This design comes from an exercise in tuning for a short achievable clock period and few clock cycles on the open sky130 flow, not from production work. Only simulation tests tie the RTL to the original design; equivalence was not proved.

## simproc
module simproc (
    input  logic            clk,
    input  logic            rst,
    output logic    [7:0]   mem_din,
    output logic    [7:0]   mem_addr,
    output logic            mem_we,
    input  logic    [7:0]   mem_dout,
    input  logic    [7:0]   pc_set_val,
    input  logic            pc_set_wr,
    input  logic            run,
    output logic    [7:0]   pc_val,
    output logic            halt,
    output logic            done
);
    logic [7:0] r0, r1, r2, r3;
    logic       n_flag, z_flag;
    logic [7:0] maddr;       
    logic [7:0] pc_q;        
    logic [7:0] fpc;         
    logic       v;           
    logic       halt_q;
    logic       we_q;
    logic [7:0] op_a, op_b, op_0;    
    logic e_ls, e_ld;                    
    logic e_add, e_sub, e_nand, e_ori;
    logic e_shl, e_shr;
    logic e_alu;                         
    logic [1:0] e_sh;                    
    logic [4:0] e_imm;                   
    logic [1:0] e_w;                     
    logic [7:0] b_eff, sum, res_sh, res;
    always_comb begin
        b_eff  = op_b ^ {8{e_sub}};
        sum    = op_a + b_eff + {7'b0, e_sub};
        res_sh = e_shl ? (op_a << e_sh) : (op_a >> e_sh);
        res    = ({8{e_add | e_sub}} & sum)
               | ({8{e_nand}} & ~(op_a & op_b))
               | ({8{e_shl | e_shr}} & res_sh)
               | ({8{e_ori}} & (op_0 | {3'b000, e_imm}));
    end
  ...
For scale: roughly 100 flip-flops, roughly 47 I/O pins, ~8300 µm² of cells after synthesis.
==> flow/config.mk <==
export PLATFORM = sky130hd
export DESIGN_NAME = simproc
export DESIGN_NICKNAME = simproc
export VERILOG_FILES = /design/flow/design.v
export SDC_FILE = /design/flow/constraint.sdc
export NUM_CORES = 4
export LEC_CHECK = 0
export ABC_CLOCK_PERIOD_IN_PS = 2800
export CAP_MARGIN = 50
export CORE_MARGIN = 2
export CORE_UTILIZATION = 45
export SLEW_MARGIN = 50
export SYNTH_HIERARCHICAL = 1
==> flow/constraint.sdc <==
create_clock -name core_clock -period 10.0 [get_ports {clk}]
set_input_delay 2.0000 -clock core_clock [delete_from_list [all_inputs] [get_ports {clk}]]
set_output_delay 2.0000 -clock core_clock [all_outputs]
set_load 0.01 [all_outputs]
standard.sh (not shown) runs the stock make flow with config.mk's settings and CLKGATE_MAP_FILE= SYNTH_SCRIPT=/design/flow/synth_recipe.tcl, a recipe that flattens the netlist after the stock synthesis.
==> flow/flow/run.sh <==
#!/bin/bash
set -o pipefail
bash standard.sh SETUP_SLACK_MARGIN=7.2 MATCH_CELL_FOOTPRINT=0 finish > standard.log 2>&1
Testbench counts at the start, summed over its fixed seeds: cycles 59,725.
Next try:
==> flow/flow/run.sh (replaced) <==
#!/bin/bash
set -o pipefail
bash standard.sh SETUP_SLACK_MARGIN=7.2 finish > standard.log 2>&1
- CAP_MARGIN: 50 -> 20
- SLEW_MARGIN: 50 -> 20
What happened:
- die area stays the same
- sequential share of layout area is about the same
- cell count is higher by 0.70%
- routed wire length came out higher by 3.7%
- via count climbs by 1.6%


Starting RTL as in the previous note.
==> flow/config.mk <==
export PLATFORM = sky130hd
export DESIGN_NAME = simproc
export DESIGN_NICKNAME = simproc
export VERILOG_FILES = /design/flow/design.v
export SDC_FILE = /design/flow/constraint.sdc
export NUM_CORES = 4
export LEC_CHECK = 0
export ABC_CLOCK_PERIOD_IN_PS = 2800
export CAP_MARGIN = 20
export CORE_MARGIN = 2
export CORE_UTILIZATION = 45
export SLEW_MARGIN = 20
export SYNTH_HIERARCHICAL = 1
==> flow/constraint.sdc <==
create_clock -name core_clock -period 10.0 [get_ports {clk}]
set_input_delay 2.0000 -clock core_clock [delete_from_list [all_inputs] [get_ports {clk}]]
set_output_delay 2.0000 -clock core_clock [all_outputs]
set_load 0.01 [all_outputs]
==> flow/flow/run.sh <==
#!/bin/bash
set -o pipefail
bash standard.sh SETUP_SLACK_MARGIN=7.5 MATCH_CELL_FOOTPRINT=0 finish > standard.log 2>&1
The starting point completed without violations.
Testbench counts at the start, summed over its fixed seeds: cycles 59,725.
==> next run, changes <==
==> flow/flow/run.sh (replaced) <==
#!/bin/bash
set -o pipefail
bash standard.sh SETUP_SLACK_MARGIN=7.2 MATCH_CELL_FOOTPRINT=0 finish > standard.log 2>&1
=> The changed run went through all stages and came out clean; via count went down by 8.3%; clock-buffer cell count went up by 1; register-to-register slack hardly moves; cell count went down by 4.7%; global-route usage went down by 2.9 points; critical path depth went down by 6; routed wire length went down by 11%.

## re-timing with driven ports
Ports are ideal in the flow. The routed layouts listed here were re-timed in OpenROAD. Step 1 assumes that a clkbuf_16 drives the clock port and a buf_2 every other input. Step 2 times the ports against the registers' clock, not the clock port: input delays grow and output delays shrink by t, the midpoint of the rising clock arrivals with the driver on. Three values: no drivers, after step 1, after step 2; two values: the first two.
run | t (ns) | setup WS [ns] | clock arrival spread, ns
the first run of note 1 | 0.384 | 6.882 / 6.882 / 6.548 | 0.007 / 0.007
the second run of note 1 | 0.393 | 6.891 / 6.872 / 6.480 | 0.008 / 0.007
the first run of note 2 | 0.396 | 6.939 / 6.939 / 6.569 | 0.011 / 0.011
the second run of note 2 | 0.384 | 6.933 / 6.916 / 6.532 | 0.008 / 0.009
After both steps setup and hold are still met in every run listed. For the second run of note 1, which loses most, drivers alone change the setup slack by -0.019 ns; drivers and shift together by -0.411 ns.
